What follows belongs to an exercise in optimizing a design on an open flow for small area and a short achievable clock period; a production flow would make more cautious choices. The RTL was checked by simulation tests, not by an equivalence proof against the original design.

## P
==> flow/design.v (excerpt) <==
module cordic_stage (clk, reset, X_i, Y_i, Z_i, X_O, Y_O, Z_O);
export LEC_CHECK = 0
export CAP_MARGIN = 20
export CORE_MARGIN = 2
export CORE_UTILIZATION = 40
export CTS_CLUSTER_DIAMETER = 100
export CTS_CLUSTER_SIZE = 22
export SETUP_SLACK_MARGIN = 1.0
export SLEW_MARGIN = 20
export SYNTH_HIERARCHICAL = 1
export SYNTH_MINIMUM_KEEP_SIZE = 0
create_clock -name core_clock -period 3.65 [get_ports {clk}]
run.sh (not shown) runs the stock make flow with config.mk's settings and CLKGATE_MAP_FILE= SYNTH_SCRIPT=/design/flow/synth_recipe.tcl, a recipe that flattens the netlist after the stock synthesis.
Input-level comparison between Q and P:
Settings: changing SETUP_SLACK_MARGIN from 1.0 to 1.2.
Findings:
Looking at number of antenna violations at the first check in global routing, Q sits 1 higher than P does. The lower fraction of met2 tracks used by global routing of P and Q is in Q. Fraction of the cycle the final worst path needs: Q vs P down 5.0 points. Q has post-layout utilization of the core above what P had. As far as critical path depth is concerned, Q and P perform about the same. Final number of max-transition violations: Q vs P identical. Changes observed in Q relative to P: final setup violation count flat, setup slack of the worst register-to-register path increased by 0.18 ns relative to the old numbers. Comparing P and Q, the lower relative max-transition margin is on P. Compared with P, Q shows a hold slack that is 0.015 ns higher.
For R, these inputs were changed with respect to Q:
Settings: SETUP_SLACK_MARGIN now 1.6, was 1.2.
R vs Q, total wirelength of the detailed-routed design went up by about 13%. R against Q: number of global-route vias before repair saw an increase, global-route usage saw an increase. Diff Q and R: non-clock buffer total of the final layout higher in R. Sequential cell count: Q vs R identical. STATUS maximum clock rate: R wins against Q. R gives more global-route wire length before repair than Q did. Q leaves less setup margin than R.
Modified inputs, S compared to R
Settings: a change of SETUP_SLACK_MARGIN from 1.6 to 1.1.
==> comparison <==
S reached the final stage; the timing, DRC and antenna checks on its layout passed. Topmost layer with routed signal wires: met5 -> S, met4 -> R. Changes observed in S relative to R: post-CTS resize count -536, count of buffers added by post-CTS timing repair for setup moved down, via count fell by 6.2%, total clock buffers created by CTS has remained practically unchanged. S — final non-filler cell total about 5% lower, R as reference. R → S: max-slew headroom at the worst pin grew by 0.42 points; number of tap instances barely changed.
Here is what was changed in the inputs of T compared with S.
Settings: changing SETUP_SLACK_MARGIN from 1.1 to 1.4.
--- outcome ---
S → T: smallest setup slack after layout moved up. Summary of T over S: clock period minus final worst setup slack -0.11 ns, sequential share of cell area -1.5 points, overall routing resource usage +0.31 points, number of DRC violations after detailed-routing iteration 0 -about 9%. T: wire length of the first global-routing pass is 2.7 mm higher than what S reported. Number of standard cells in the layout, taps in and fillers out was higher in the run labelled T. Status: number of iterations in the first detailed-routing pass parity (S, T).

========
cordic_stage again, from the RTL that the note above started with.
==> flow/design.v (excerpt) <==
module cordic_stage (clk, reset, X_i, Y_i, Z_i, X_O, Y_O, Z_O);
  input clk;
  input reset;
  input  signed [15:0] X_i;
  input  signed [15:0] Y_i;
  input  signed [15:0] Z_i;
  output signed [15:0] X_O;
  output signed [15:0] Y_O;
  output signed [15:0] Z_O;
  reg [16*15-1:0] ws;
  reg [16*15-1:0] vs;
  reg [14:0] q;
  reg [14:0] n;
  reg signed [13:0] z1;
  reg signed [13:0] z2;
  reg signed [12:0] z3;
  reg signed [11:0] z4;
  reg signed [10:0] z5;
  reg signed [9:0]  z6;
  reg signed [8:0]  z7;
  reg signed [7:0]  z8;
  reg signed [6:0]  z9;
  reg signed [5:0]  z10;
  reg signed [4:0]  z11;
  reg signed [3:0]  z12;
  reg signed [2:0]  z13;
  reg signed [1:0]  z14;
  reg               z15;
  reg               z15c, z15i;
  reg        [2:0]  zo;
  reg [15:0] xo, yo;
  reg [1:0]  wfl, vfl;
  reg [1:0]  k0x, k0y;
  reg        c1x;
  reg [1:0]  txr, tyr;
  wire qi = Z_i[15] ^ Z_i[14];
  always @(posedge clk) begin
  ...
Settings: LEC_CHECK=0, CAP_MARGIN=20, CORE_MARGIN=2, CORE_UTILIZATION=40, CTS_CLUSTER_DIAMETER=100, CTS_CLUSTER_SIZE=26, SETUP_SLACK_MARGIN=1.2, SLEW_MARGIN=20, SYNTH_HIERARCHICAL=1, SYNTH_MINIMUM_KEEP_SIZE=0; clock period 3.65 ns.
Change:
CTS_CLUSTER_SIZE = 22   (was 26)
GPL_ROUTABILITY_DRIVEN = 0   (was unset)
Area after synthesis stays the same.
Via count stays flat.

========
Starting RTL as in the previous note.
## cordic_stage
module cordic_stage (clk, reset, X_i, Y_i, Z_i, X_O, Y_O, Z_O);
Settings: LEC_CHECK=0, ABC_AREA=1, CAP_MARGIN=20, CORE_MARGIN=2, CORE_UTILIZATION=40, CTS_CLUSTER_DIAMETER=100, CTS_CLUSTER_SIZE=22, SETUP_SLACK_MARGIN=1.3, SLEW_MARGIN=20, SYNTH_HIERARCHICAL=1, SYNTH_MINIMUM_KEEP_SIZE=0; clock period 3.65 ns.
The baseline ran to the end with no violations.
Change:
Settings changed: ABC_AREA 1 to unset, SETUP_SLACK_MARGIN 1.3 to 1.2, SYNTH_HIERARCHICAL 1 to unset, SYNTH_MINIMUM_KEEP_SIZE 0 to unset.
Via count drops by a quarter to a third. Synthesized area drops by about a fifth. Cell area drops by roughly a tenth. First-iteration DRC count drops by well over a third. Sequential cell count drops by 2. Final cell count drops by well over a third. Non-clock buffer count climbs by 192. Core utilization climbs by 5.7 points. Fmax drops by roughly a tenth.
Change:
Settings changed: CORE_UTILIZATION 40 to 55, PLACE_DENSITY set to 0.7, SYNTH_HIERARCHICAL set to 1, SYNTH_MINIMUM_KEEP_SIZE set to 0.
Register-to-register slack gains 0.21 ns. Wire length went down by about 2%. Flip-flop and latch count went up by 2. Synthesized area went up by 8.0%. Synthesized cell count went up by 7.7%. Count of clock-buffer cells in the layout went down by 3. Core utilization went up by 12 points.
Change:
Settings changed: CORE_UTILIZATION 55 to 70, PLACE_DENSITY 0.7 to 0.85.
Outcome: The changed run completed with no timing, DRC or antenna violations. Final area decreases by 0.31%. Global-route usage increases by 6.4 points. Wire length increases by 6.0%. Via count increases by about 3.7%. Sequential share of layout area increases by 0.12 points. Hold slack stays flat.

## what the ideal ports hide
The flow's constraints put no driver on any port. The routed layouts listed below were extracted and timed again, unchanged, in two steps. Step 1 sets driving cells, clkbuf_16 on the clock port and buf_2 on the other inputs (assumed; they add their load-dependent delay and slew). Step 2 also shifts input and output timing later by t, the mid clock arrival at the registers, as if the neighbouring blocks saw the same clock. Slacks: ideal ports / drivers / drivers and shift; pairs: ideal ports / drivers.
run	t, ns	slack for setup (ns)	worst setup path at the end	pins driven straight from the clock port
P	0.644	1.082 / 1.082 / 1.082	register to register	1
Q	0.655	1.266 / 1.266 / 1.266	register to register	1
R	0.659	1.276 / 1.276 / 1.276	register to register	1
S	0.645	1.158 / 1.158 / 1.158	register to register	1
T	0.649	1.272 / 1.272 / 1.272	register to register	1
the first run of note 2	0.704	1.239 / 1.239 / 1.239	register to register	1
the second run of note 2	0.655	1.266 / 1.266 / 1.266	register to register	1
the first run of note 3	0.716	1.373 / 1.300 / 1.366	input to register	1
the second run of note 3	0.639	1.028 / 1.028 / 1.028	register to register	1
the third run of note 3	0.645	1.237 / 1.237 / 1.237	register to register	1
the fourth run of note 3	0.631	1.096 / 1.096 / 1.096	register to register	1
After both steps every run listed still meets setup and hold. For the first run of note 3, which loses most, drivers alone change the setup slack by -0.073 ns; drivers and shift together by -0.007 ns.
